What follows belongs to an exercise in optimizing a design on an open flow for small area; a production flow would make more cautious choices.
The RTL was checked by simulation tests, not by an equivalence proof against the original design.
Power figures rest on the tool's default switching activity, not on a simulated workload.

==> run M <==
==> flow/design.v (excerpt) <==
module eth_rmii(
	input	wire						sys_rst_n,
	input	wire						rmii_clk,
	input	wire						rmii_rxdv,
	input	wire	[1:0]				rmii_rxdata,
	output	wire						rmii_txen,
	output	wire	[1:0]				rmii_txdata,
	output	wire						rmii_rst,
	output	wire						udp_rxstart,
	output	wire						udp_rxend,
	output	wire						udp_rxdv,
	output	wire	[7:0]				udp_rxdata,
	output	wire	[15:0]				udp_rxamount,
	output	wire	[15:0]				udp_rxnum,
	input	wire						udp_txstart,
	input	wire	[15:0]				udp_txamount,
	input	wire	[7:0]				udp_txdata,
	output	wire						udp_txreq,
	output	wire						udp_txbusy
);
export LEC_CHECK = 0
export CAP_MARGIN = 20
export CORE_MARGIN = 2
export CORE_UTILIZATION = 50
export CTS_BUF_LIST = sky130_fd_sc_hd__clkbuf_16
export CTS_CLUSTER_DIAMETER = 100
export CTS_CLUSTER_SIZE = 24
export SLEW_MARGIN = 20
create_clock -name core_clock -period 10.0 [get_ports {rmii_clk}]
standard.sh (not shown) runs the stock make flow with config.mk's settings and CLKGATE_MAP_FILE= SYNTH_SCRIPT=/design/flow/synth_recipe.tcl, a recipe that flattens the netlist after the stock synthesis.
==> flow/flow/run.sh <==
#!/bin/bash
# Layout flow: the standard flow (standard.sh) with three changes.
#  1. Synthesis maps the logic for area: no full/half adder cell extraction
#     (ADDER_MAP_FILE empty) and ABC's default mapping script instead of the
#     ORFS speed script. Every step before ABC is the standard one, so the
#     registers are the standard synthesis's, with the same names and cells.
#  2. The port buffers use the smallest buffer cell.
# Each tool's full output goes to standard.log in this folder (plus ORFS's own logs).
set -euo pipefail
HERE=$(pwd)
sed -e 's#^\(\s*\)log_cmd abc {\*}$abc_args#\1log_cmd abc {*}$lib_args {*}$lib_dont_use_args#' \
  "$FLOW_HOME/scripts/synth.tcl" > "$HERE/synth_area.tcl"
grep -q 'log_cmd abc {\*}$lib_args {\*}$lib_dont_use_args' "$HERE/synth_area.tcl"
sed -e "s#source \$::env(SCRIPTS_DIR)/synth.tcl#source $HERE/synth_area.tcl#" synth_recipe.tcl > "$HERE/synth_recipe_area.tcl"
grep -q "source $HERE/synth_area.tcl" "$HERE/synth_recipe_area.tcl"
sed -e "s#SYNTH_SCRIPT=[^ ]*#SYNTH_SCRIPT=$HERE/synth_recipe_area.tcl#" standard.sh > "$HERE/standard_area.sh"
grep -q "SYNTH_SCRIPT=$HERE/synth_recipe_area.tcl" "$HERE/standard_area.sh"
export ADDER_MAP_FILE=
export BUFFER_PORTS_ARGS="-buffer_cell sky130_fd_sc_hd__buf_1"
bash "$HERE/standard_area.sh" > standard.log 2>&1
==> inputs of run Y, as changes to run M <==
--- a/flow/design.v
+++ b/flow/design.v
@@ -22,34 +22,31 @@
 		crc_q <= crc_nx;
 	end
 end
 endmodule
 module CRC32_D2(
 	input	wire							sys_clk,
 	input	wire	[1:0]					dibit,
 	input	wire							shift,
-	input	wire							crc_en,
 	output	reg		[31:0]					crc_q,
 	output	wire	[31:0]					crc_nx
 );
 	function [31:0] step1;
 		input [31:0] c;
 		input b;
 	begin
 		step1 = { c[30:0], 1'b0 } ^ ( ( c[31] ^ b ) ? 32'h04C1_1DB7 : 32'h0 );
 	end
 	endfunction
 	wire	[1:0]							x = shift ? 2'b00 : crc_q[31:30] ^ { dibit[0], dibit[1] };
 	wire	[31:0]							t = step1( step1( { x, 30'h0 }, 1'b0 ), 1'b0 );
 assign		crc_nx	=	{ crc_q[29:0], shift, shift } ^ t;
 always @ ( posedge sys_clk ) begin
-	if ( crc_en ) begin
-		crc_q <= crc_nx;
-	end
+	crc_q <= crc_nx;
 end
 endmodule
 module	rmii2gmii (
 	input	wire						sys_rst_n,
 	input	wire						rmii_clk,
 	input	wire						rmii_rxdv,
 	input	wire	[1:0]				rmii_rxdata,
 	output	reg							rmii_txen,
@@ -271,17 +268,16 @@
 	wire	[31:0]							tx_crc_q;
 	wire	[31:0]							tx_crc_nx;
 	wire									tx_crc_shift = tx_pos < 7'd8 || tx_pos >= 7'd68;
 CRC32_D2									u2_tx_CRC32_D2 (
 	.sys_clk								( sys_clk		),
 	.dibit									( tx_phase == 2'd1 ? gmii_txdata[1:0] : tx_phase == 2'd2 ? gmii_txdata[3:2] :
 											  tx_phase == 2'd3 ? gmii_txdata[5:4] : gmii_txdata[7:6] ),
 	.shift									( tx_crc_shift	),
-	.crc_en									( tx_act && ( tx_phase != 2'd0 || tx_go ) ),
 	.crc_q									( tx_crc_q		),
 	.crc_nx									( tx_crc_nx		)
 );
 	wire	[7:0]							tx_crc_byte = ~{ tx_crc_nx[24], tx_crc_nx[25], tx_crc_nx[26], tx_crc_nx[27],
 															 tx_crc_nx[28], tx_crc_nx[29], tx_crc_nx[30], tx_crc_nx[31] };
 	reg		[7:0]							tx_byte;
 always @ ( * ) begin
 	case ( tx_pos )
@@ -359,33 +355,31 @@
 					UDP_LEN		= 5'd14,
 					UDP_CHECK	= 5'd15,
 					DATA		= 5'd16,
 					CRC			= 5'd17;
 	reg		[4:0]							state;
 	reg		[4:0]							next;
 	reg		[3:0]							cnt;				 
 	reg		[5:0]							cnt_network;
-	reg		[15:0]							cnt_data;
 	reg										m;					 
 	reg		[47:0]							src_mac;
 	reg		[31:0]							src_ip;
 	reg		[15:0]							port_len;			 
 	reg		[3:0]							ihl;
-	reg		[15:0]							ip_len;
+	reg		[15:0]							data_rem;			 
 	reg										mf;
 	reg										udp_continue;
 	wire									rxdv = gmii_rxdv;
 	wire	[7:0]							rxd = gmii_rxdata;
 	wire	[5:0]							ip_header_len = { ihl, 2'b00 };
-	wire	[15:0]							data_len = ip_len - ip_header_len;
-	wire	[15:0]							data_last = data_len - 16'd1;
 	reg										data_passed;
-	wire									data_at_last = cnt_data == data_last;
+	wire									data_at_last = data_rem == 16'd0;
 	wire									data_reached = data_at_last || data_passed;
+	wire									in_payload = state == DATA || state == UDP_PORT || state == UDP_LEN || state == UDP_CHECK;
 	wire									num_ok = ( udp_rxamount >= 16'hFFF8 ) || ( udp_rxnum < udp_rxamount );
 	reg		[7:0]							mac_byte;
 	reg		[7:0]							ip_byte;
 always @ ( * ) begin
 	case ( cnt[2:0] )
 		3'd0: mac_byte = BOARD_MAC_ADDR[47:40];
 		3'd1: mac_byte = BOARD_MAC_ADDR[39:32];
 		3'd2: mac_byte = BOARD_MAC_ADDR[31:24];
@@ -433,43 +427,50 @@
 end
 always @ ( posedge sys_clk or negedge sys_rst_n ) begin
 	if ( !sys_rst_n ) begin
 		cnt <= 4'd0;
 	end else if ( next != state ) begin
 		cnt <= 4'd0;
 	end else if ( state == IDLE && rxdv && rxd != 8'h55 ) begin
 		cnt <= 4'd0;
-	end else if ( rxdv ) begin
-		cnt <= cnt + 4'd1;
+	end else if ( rxdv && !( state == DATA && cnt[0] ) ) begin
+		cnt <= cnt + 4'd1;				 
 	end
 end
 always @ ( posedge sys_clk ) begin
 	if ( state == IDLE || state == SFD || state == MAC_ADDR || state == TYPE || state == CRC ) begin
 		cnt_network <= 6'd0;
 	end else if ( cnt_network == 6'd63 ) begin
 		cnt_network <= 6'd63;
 	end else if ( rxdv ) begin
 		cnt_network <= cnt_network + 6'd1;
 	end
 end
 always @ ( posedge sys_clk ) begin
-	if ( state == DATA || state == UDP_PORT || state == UDP_LEN || state == UDP_CHECK ) begin
-		if ( rxdv ) begin
-			cnt_data <= cnt_data + 16'd1;
-		end
+	if ( in_payload ) begin
 		if ( rxdv && data_at_last ) begin
 			data_passed <= 1'b1;
 		end
 	end else begin
-		cnt_data <= 16'd0;
 		data_passed <= 1'b0;
 	end
 end
 always @ ( posedge sys_clk ) begin
+	if ( state == IP_LEN && rxdv ) begin
+		if ( !cnt[0] ) begin
+			data_rem[15:8] <= rxd;
+		end else begin
+			data_rem <= { data_rem[15:8], rxd } - ip_header_len - 16'd1;
+		end
+	end else if ( in_payload && rxdv ) begin
+		data_rem <= data_rem - 16'd1;
+	end
+end
+always @ ( posedge sys_clk ) begin
 	if ( rxdv ) begin
 		case ( state )
 			MAC_ADDR:	if ( cnt < 4'd6 ) m <= ( cnt == 4'd0 || m ) && rxd == mac_byte;
 			TYPE:		m <= rxd == 8'h08;
 			IP_TYPE:	m <= rxd[7:4] == 4'h4;
 			IP_ADDR:	if ( cnt[2] ) m <= ( cnt[1:0] == 2'd0 || m ) && rxd == ip_byte;
 			default: ;
 		endcase
@@ -484,19 +485,16 @@
 			src_ip <= { src_ip[23:0], rxd };
 		end
 		if ( ( state == UDP_PORT && !cnt[1] ) || state == UDP_LEN ) begin
 			port_len <= { port_len[7:0], rxd };
 		end
 		if ( state == IP_TYPE && !cnt[0] ) begin
 			ihl <= rxd[3:0];
 		end
-		if ( state == IP_LEN ) begin
-			ip_len <= { ip_len[7:0], rxd };
-		end
 		if ( state == IP_SPLIT && !cnt[0] ) begin
 			mf <= rxd[5];
 		end
 	end
 end
 	wire									pc_refresh = state == UDP_LEN && !cnt[0] && rxdv;
 always @ ( posedge sys_clk or negedge sys_rst_n ) begin
 	if ( !sys_rst_n ) begin
@@ -520,17 +518,17 @@
 		udp_rxdv <= 1'b0;
 		udp_rxamount <= 16'd0;
 		udp_rxnum <= 16'd0;
 		udp_continue <= 1'b0;
 	end else begin
 		if ( state == DATA ) begin
 			udp_rxdata <= rxd;
 		end
-		udp_rxstart <= !udp_continue && state == DATA && cnt_data == 16'd8 && rxdv;
+		udp_rxstart <= !udp_continue && state == DATA && !cnt[0] && rxdv;
 		udp_rxend <= !mf && state == DATA && data_at_last && rxdv;
 		udp_rxdv <= state == DATA && rxdv && num_ok;
 		if ( state == UDP_CHECK ) begin
 			udp_rxamount <= port_len - 16'd8;
 		end
 		if ( udp_rxstart ) begin
 			udp_rxnum <= 16'd1;
 		end else if ( state == CRC && !num_ok ) begin
@@ -657,17 +655,18 @@
 			ip_id <= ip_id + 16'd1;
 		end
 		if ( state == DATA ) begin
 			udp_continue <= rest_big;
 		end
 	end
 end
 	wire									sum_first = state == HEAD;
-	wire	[17:0]							sum = ( sum_first ? 16'h3027 : ip_checksum ) + ( sum_first ? ip_data_len : pc_valid ? pc_ip_addr[31:16] : 16'h0 ) +
+	wire	[17:0]							sum = ( sum_first ? ( rest_big ? 16'h3603 : 16'h303B ) : ip_checksum ) +
+												  ( sum_first ? ( rest_big ? 16'h0 : udp_rest ) : pc_valid ? pc_ip_addr[31:16] : 16'h0 ) +
 												  ( sum_first ? ip_id : pc_valid ? pc_ip_addr[15:0] : 16'h0 );
 	wire	[16:0]							sum1 = sum[17:16] + sum[15:0];
 always @ ( posedge sys_clk ) begin
 	if ( start ) begin
 		udp_rest <= udp_txamount + 16'd8;
 	end else if ( state == CRC && cnt[1:0] == 2'd0 && go && rest_big ) begin
 		udp_rest <= udp_rest - 16'd1480;
 	end
@@ -676,23 +675,21 @@
 		offset <= udp_continue ? offset + 13'd185 : 13'd0;
 	end
 	if ( ( state == IP_SPLIT && cnt[0] || sum_first ) && go ) begin
 		ip_checksum <= sum1[15:0] + sum1[16];
 	end
 end
 	wire	[31:0]							crc_q;
 	wire	[31:0]							crc_nx;
-	wire									crc_pend = state != IDLE && state != WAIT;
 CRC32_D2									u1_CRC32_D2 (
 	.sys_clk								( sys_clk		),
 	.dibit									( tx_phase == 2'd1 ? gmii_txdata[1:0] : tx_phase == 2'd2 ? gmii_txdata[3:2] :
 											  tx_phase == 2'd3 ? gmii_txdata[5:4] : gmii_txdata[7:6] ),
 	.shift									( state == HEAD || state == CRC	),
-	.crc_en									( crc_pend && ( tx_phase != 2'd0 || go ) ),
 	.crc_q									( crc_q			),
 	.crc_nx									( crc_nx		)
 );
 	reg		[7:0]							tx_byte;
 always @ ( * ) begin
 	tx_byte = 8'h00;
 	case ( state )
 		HEAD:			tx_byte = cnt[0] ? pc_mac_addr[47:40] : 8'hD5;
Settings changed: CORE_UTILIZATION 50 to 70.
==> inputs of run B, as changes to run M <==
Settings changed: CORE_UTILIZATION 50 to 60, CTS_CLUSTER_SIZE 24 to 30.
==> run summary <==
Clock skew: run Y < run M < run B. Against run Y, the worst hold slack of run B is better by 81 ps. Worst setup slack: run Y is lower than run M (510 ps). The highest combinational power belongs to run M, the lowest to run Y. Of run Y and run B, run B has the higher area after synthesis (gap 2.9%, measured against run B). The highest clock power belongs to run M, the lowest to run B. Between run B and run M, the lower register-to-register slack is in run M (gap 100 ps). In run B the global-route usage is lower than in run Y, by 7.4 points.
==> figures <==
| item | run Y | run B | run M |
|---|---|---|---|
| FF-to-FF setup slack | 690 ps | 1300 ps | 1200 ps |
| Slowest library cell on the worst path | sky130_fd_sc_hd__edfxtp_1 | sky130_fd_sc_hd__dfrtp_1 | sky130_fd_sc_hd__a211oi_1 |
| Placement Setup Slack | 524 ps | 1530 ps | 1440 ps |
| Multi-input comb cells | 1865 | 1836 | 1836 |
| Horiz. Die Dim | 212 um | 232 um | 254 um |
| Seq cells post-synth | 673 | 689 | 689 |
| ClkCell Share | 3.09% | 2.63% | 3.19% |
| Share of async-settable or async-resettable flops after synthesis | 15.5% | 15.1% | 15.1% |
| Final std cell area, no fill | 32800 um2 | 33600 um2 | 34100 um2 |
| Cells on worst reg2reg path | 25 | 25 | 24 |
| Status | timing/DRC/antenna clean | timing/DRC/antenna clean | timing/DRC/antenna clean |
| Slowest cell delay on critical path | 620 ps | 570 ps | 600 ps |
| PnR worst setup slack | 686 ps | 1300 ps | 1200 ps |
| Effective utilization at floorplan | 70.5% | 60.7% | 50.6% |
| Sequential share of cell area | 57.1% | 58.5% | 57.7% |
| FILL cells | 2630 | 3876 | 5251 |
| Leakage component of the power | 11.3 nW | 11.4 nW | 11.6 nW |

## port drivers added, routing unchanged
How much do the figures lean on ideal ports? The routed layouts below were timed once more, with nothing changed but the port constraints.
Step 1: set_driving_cell puts a clkbuf_16 on rmii_clk and a buf_2 on each other input, an assumption about the parent block.
Step 2, shift: input delay + t, output delay - t, t = (earliest + latest rising clock arrival at the registers) / 2. This alone moves slack from input paths to output paths.
a / b / c = ideal / step 1 / step 2; a / b = the first two.
run	shift t [ns]	setup slack, ns	hold WS [ns]	latest minus earliest clock arrival (ns)	worst register clock-pin slew, ns
run M	0.659	1.199 / 1.199 / 1.199	0.410 / 0.410 / 0.410	0.030 / 0.030	0.10 / 0.10
run Y	0.639	0.686 / 0.686 / 0.686	0.336 / 0.336 / 0.336	0.023 / 0.023	0.10 / 0.10
run B	0.700	1.299 / 1.299 / 1.299	0.417 / 0.417 / 0.417	0.049 / 0.049	0.13 / 0.13
After both steps every run listed still meets setup and hold.
